This is an optimization exercise on Yosys and OpenROAD, whose aim is small area, not a production implementation. Only simulation tests tie the RTL to the original design; equivalence was not proved. No driver is modelled on the clock port, so clock power and skew are understated where the tree is cut down; a real chip needs a root buffer or a tree. Power is estimated from default activity; no workload was simulated.

## violet
## top
module top(CLOCK_50, rst, rgb, vsync, hsync, TRIG, ECHO, LED);
==> flow/config.mk <==
export PLATFORM = sky130hd
export DESIGN_NAME = top
export DESIGN_NICKNAME = top
export VERILOG_FILES = /design/flow/design.v
export SDC_FILE = /design/flow/constraint.sdc
export NUM_CORES = 4
export LEC_CHECK = 0
export CAP_MARGIN = 20
export CORE_MARGIN = 2
export CORE_UTILIZATION = 40
export SLEW_MARGIN = 20
==> flow/constraint.sdc <==
create_clock -name core_clock -period 20.0 [get_ports {CLOCK_50}]
set_input_delay 4.0000 -clock core_clock [delete_from_list [all_inputs] [get_ports {CLOCK_50}]]
set_output_delay 4.0000 -clock core_clock [all_outputs]
set_load 0.01 [all_outputs]
standard.sh (not shown) runs the stock make flow with config.mk's settings and CLKGATE_MAP_FILE= SYNTH_SCRIPT=/design/flow/synth_recipe.tcl, a recipe that flattens the netlist after the stock synthesis.
==> flow/flow/run.sh <==
#!/bin/bash
# Layout flow: the standard ORFS flow (standard.sh) with three changes
#  - port buffers use the smallest buffer (buf_1) instead of clkdlybuf4s50_1,
#  - the clock tree uses clkbuf_8 with larger sink clusters and no dummy loads,
#  - power recovery (downsizing on paths with slack) after global routing.
# The whole make output goes to flow_make.log in the work folder.
set -euo pipefail
bash standard.sh \
  "BUFFER_PORTS_ARGS=-buffer_cell sky130_fd_sc_hd__buf_1" \
  "CTS_ARGS=-sink_clustering_enable -repair_clock_nets -buf_list sky130_fd_sc_hd__clkbuf_8 -sink_clustering_size 30 -dont_use_dummy_load" \
  "RECOVER_POWER=100" \
  finish > flow_make.log 2>&1
From the logs: violet reached the end of the flow and failed the layout checks with max-capacitance violations, max-slew violations.
Edits applied to the flow inputs when going from violet to sierra:
# violet
export LEC_CHECK = 0
export CAP_MARGIN = 20
export CORE_MARGIN = 2
export CORE_UTILIZATION = 40
export SLEW_MARGIN = 20
create_clock -name core_clock -period 20.0 [get_ports {CLOCK_50}]
# sierra
export LEC_CHECK = 0
export ABC_AREA = 1
export CAP_MARGIN = 20
export CORE_MARGIN = 2
export CORE_UTILIZATION = 40
export SLEW_MARGIN = 20
create_clock -name core_clock -period 20.0 [get_ports {CLOCK_50}]
==> flow/run.sh (new file) <==
#!/bin/bash
# synth_recipe.tcl (not shown) runs the flow's synth.tcl, then flattens the netlist and writes it again
# the make line also repeats each setting of config.mk as NAME=value (left out here)
make -C /OpenROAD-flow-scripts/flow DESIGN_CONFIG=/design/flow/config.mk WORK_HOME=/design/flow/orfs CLKGATE_MAP_FILE= SYNTH_SCRIPT=/design/flow/synth_recipe.tcl finish
removed: flow/flow/run.sh
removed: flow/standard.sh
## What came out
- Per the final summary, sierra finished and its layout is clean on timing, DRC and antenna.
- Of the two values seen for start point of the critical path, U1.counter[14] was produced by violet and U1.counter[16] by sierra.
- From violet to sierra the numbers moved as follows: area after synthesis +about 9%; ratio of cells with drive above 1 in the final layout now larger; met1 layer usage reported by global route went up 1.5 points; synthesized area per cell decreased by about 18% relative to the old numbers.
- Between violet and sierra, the static leakage is higher for sierra.
The inputs of delta differ from those of sierra as listed below.
# sierra
export LEC_CHECK = 0
export ABC_AREA = 1
export CAP_MARGIN = 20
export CORE_MARGIN = 2
export CORE_UTILIZATION = 40
export SLEW_MARGIN = 20
create_clock -name core_clock -period 20.0 [get_ports {CLOCK_50}]
# delta
export LEC_CHECK = 0
export CAP_MARGIN = 20
export CORE_MARGIN = 2
export CORE_UTILIZATION = 40
export SLEW_MARGIN = 20
create_clock -name core_clock -period 20.0 [get_ports {CLOCK_50}]
Every stage of the flow completed for delta, and the final layout passed the timing, design-rule and antenna checks.
A first element of the critical path of U1.counter[16] is what sierra shows, while U1.counter[13] belongs to delta.
delta ends up with a cell area power density that is 0.67 mW/mm^2 higher than in sierra.
Delta (delta minus sierra): filler-free cell count of the finished design went down; met2 capacity usage during global routing moved down; setup slack rose 47 ps.
Summary of delta over sierra: sequential cell area fraction in the yosys report shows an increase of 3.6 points, net switching component of the power shows a reduction of 7.2%.
Run comparison: sierra worst-path cell with the longest stage delay sky130_fd_sc_hd__clkdlybuf4s50_1; delta worst-path cell with the longest stage delay sky130_fd_sc_hd__nor4_1
As of delta, top achievable clock speed had risen slightly compared to sierra.
Clock period minus final worst setup slack: delta lower than sierra
The inputs of raven differ from those of delta as listed below.
==> flow/flow/run.sh (new file) <==
#!/bin/bash
# Layout flow: the standard ORFS flow (standard.sh) with two changes
#  - port buffers use the smallest buffer (buf_1) instead of clkdlybuf4s50_1,
#  - the clock tree uses clkbuf_8 with larger sink clusters and no dummy loads,

# The whole make output goes to flow_make.log in the work folder.
set -euo pipefail
bash standard.sh \
  "BUFFER_PORTS_ARGS=-buffer_cell sky130_fd_sc_hd__buf_1" \
  "CTS_ARGS=-sink_clustering_enable -repair_clock_nets -buf_list sky130_fd_sc_hd__clkbuf_8 -sink_clustering_size 30 -dont_use_dummy_load" \
  finish > flow_make.log 2>&1
==> flow/standard.sh (new file) <==
#!/bin/bash
# synth_recipe.tcl (not shown) runs the flow's synth.tcl, then flattens the netlist and writes it again
# the make line also repeats each setting of config.mk as NAME=value (left out here)
make -C /OpenROAD-flow-scripts/flow DESIGN_CONFIG=/design/flow/config.mk WORK_HOME=/design/flow/orfs CLKGATE_MAP_FILE= SYNTH_SCRIPT=/design/flow/synth_recipe.tcl "${@:-finish}"
removed: flow/run.sh
Per the comparison of raven with delta, initial standard-cell utilization of the core flat; largest voltage drop on the vdd net down 15%.
Diff delta -> raven | final cell area excluding filler cells | down by a few percent
Between delta and raven, the pin count of the biggest net entering global routing figures differ only marginally.
Against delta, wire length in raven rose slightly.


top, a different RTL version from the one above (not shown whole).
Size: about 380 cells after synthesis, ~94 flip-flops, roughly 26 I/O pins.
==> flow/config.mk <==
export PLATFORM = sky130hd
export DESIGN_NAME = top
export DESIGN_NICKNAME = top
export VERILOG_FILES = /design/flow/design.v
export SDC_FILE = /design/flow/constraint.sdc
export NUM_CORES = 4
export LEC_CHECK = 0
export CAP_MARGIN = 20
export CORE_MARGIN = 2
export CORE_UTILIZATION = 40
export SLEW_MARGIN = 20
==> flow/constraint.sdc <==
create_clock -name core_clock -period 20.0 [get_ports {CLOCK_50}]
set_input_delay 4.0000 -clock core_clock [delete_from_list [all_inputs] [get_ports {CLOCK_50}]]
set_output_delay 4.0000 -clock core_clock [all_outputs]
set_load 0.01 [all_outputs]
==> flow/flow/run.sh <==
#!/bin/bash
# Layout flow: the standard ORFS flow (standard.sh) with these changes
#  - synthesis maps the logic with an area-oriented ABC script
#    (flow/abc_area.script, used in place of ORFS's abc_speed.script in a
#    copy of ORFS's scripts folder) and without ORFS's half/full-adder
#    extraction; everything else in synthesis is the standard script,
#  - port buffers use the smallest buffer (buf_1) instead of clkdlybuf4s50_1,
#  - the clock tree is one level of four buffers, one per cluster of
#    registers (flow/cts_manual.tcl, in place of TritonCTS's H-tree).
# Each make run writes its whole output to its own log in the work folder.
set -euo pipefail
W=$(pwd)
rm -rf "$W/scripts_area"
cp -r "$FLOW_HOME/scripts" "$W/scripts_area"
cp "$W/flow/abc_area.script" "$W/scripts_area/abc_speed.script"
bash standard.sh "SCRIPTS_DIR=$W/scripts_area" "ADDER_MAP_FILE=" synth > synth_make.log 2>&1
bash standard.sh \
  "BUFFER_PORTS_ARGS=-buffer_cell sky130_fd_sc_hd__buf_1" \
  "PRE_CTS_TCL=$W/flow/cts_manual.tcl" \
  finish > layout_make.log 2>&1
==> flow/flow/abc_area.script <==
&get -n
&st
&deepsyn -T 20
&st
&dch -f
&nf -R 1000 -p -a -F 10 -A 10
&put
topo
stime -c
Other scripts of this flow, unchanged in this note and not shown: flow/flow/cts_manual.tcl
Change:
==> flow/flow/abc_area.script (replaced) <==
&get -n
&st
&deepsyn -I 1 -J 200
&st
&dch -f
&nf -R 1000 -p -a -F 10 -A 10
&put
topo
stime -c
After rerunning: Total power does not change. Area after synthesis is unchanged. Setup slack is unchanged.
No run of this note takes its clock network from TritonCTS; it comes from the design's own scripts or RTL.

-- afterwards: timing with drivers on the ports --
The results above use ideal ports. As a check the final layouts listed here were re-extracted and re-timed, cells and wires unchanged.
Step 1 sets driving cells, clkbuf_16 on the clock port and buf_2 on the other inputs (assumed; they add their load-dependent delay and slew).
Step 2 adds t to the input delays and takes it off the output delays; t is the mean of the earliest and latest rising clock arrival at the registers after step 1. Input paths then give back, and output paths get back, about the clock's delay inside the block.
a / b / c = ideal ports / drivers / drivers and shift; a / b = the first two.
run	t (ns)	slack for setup (ns)	worst setup path at the end	slew at the worst register clock pin (ns)	worst slew at a driven data input, ns
violet	0.377	13.943 / 13.908 / 14.285	register to output	0.09 / 0.09	0.05
sierra	0.382	13.446 / 13.409 / 13.791	register to output	0.07 / 0.07	0.03
delta	0.402	13.493 / 13.460 / 13.862	register to output	0.10 / 0.10	0.03
raven	0.379	13.909 / 13.875 / 14.254	register to output	0.09 / 0.09	0.05
the first run of note 2	0.210	14.445 / 14.361 / 14.564	input to register	0.10 / 0.10	0.03
the second run of note 2	0.210	14.445 / 14.361 / 14.564	input to register	0.10 / 0.10	0.03
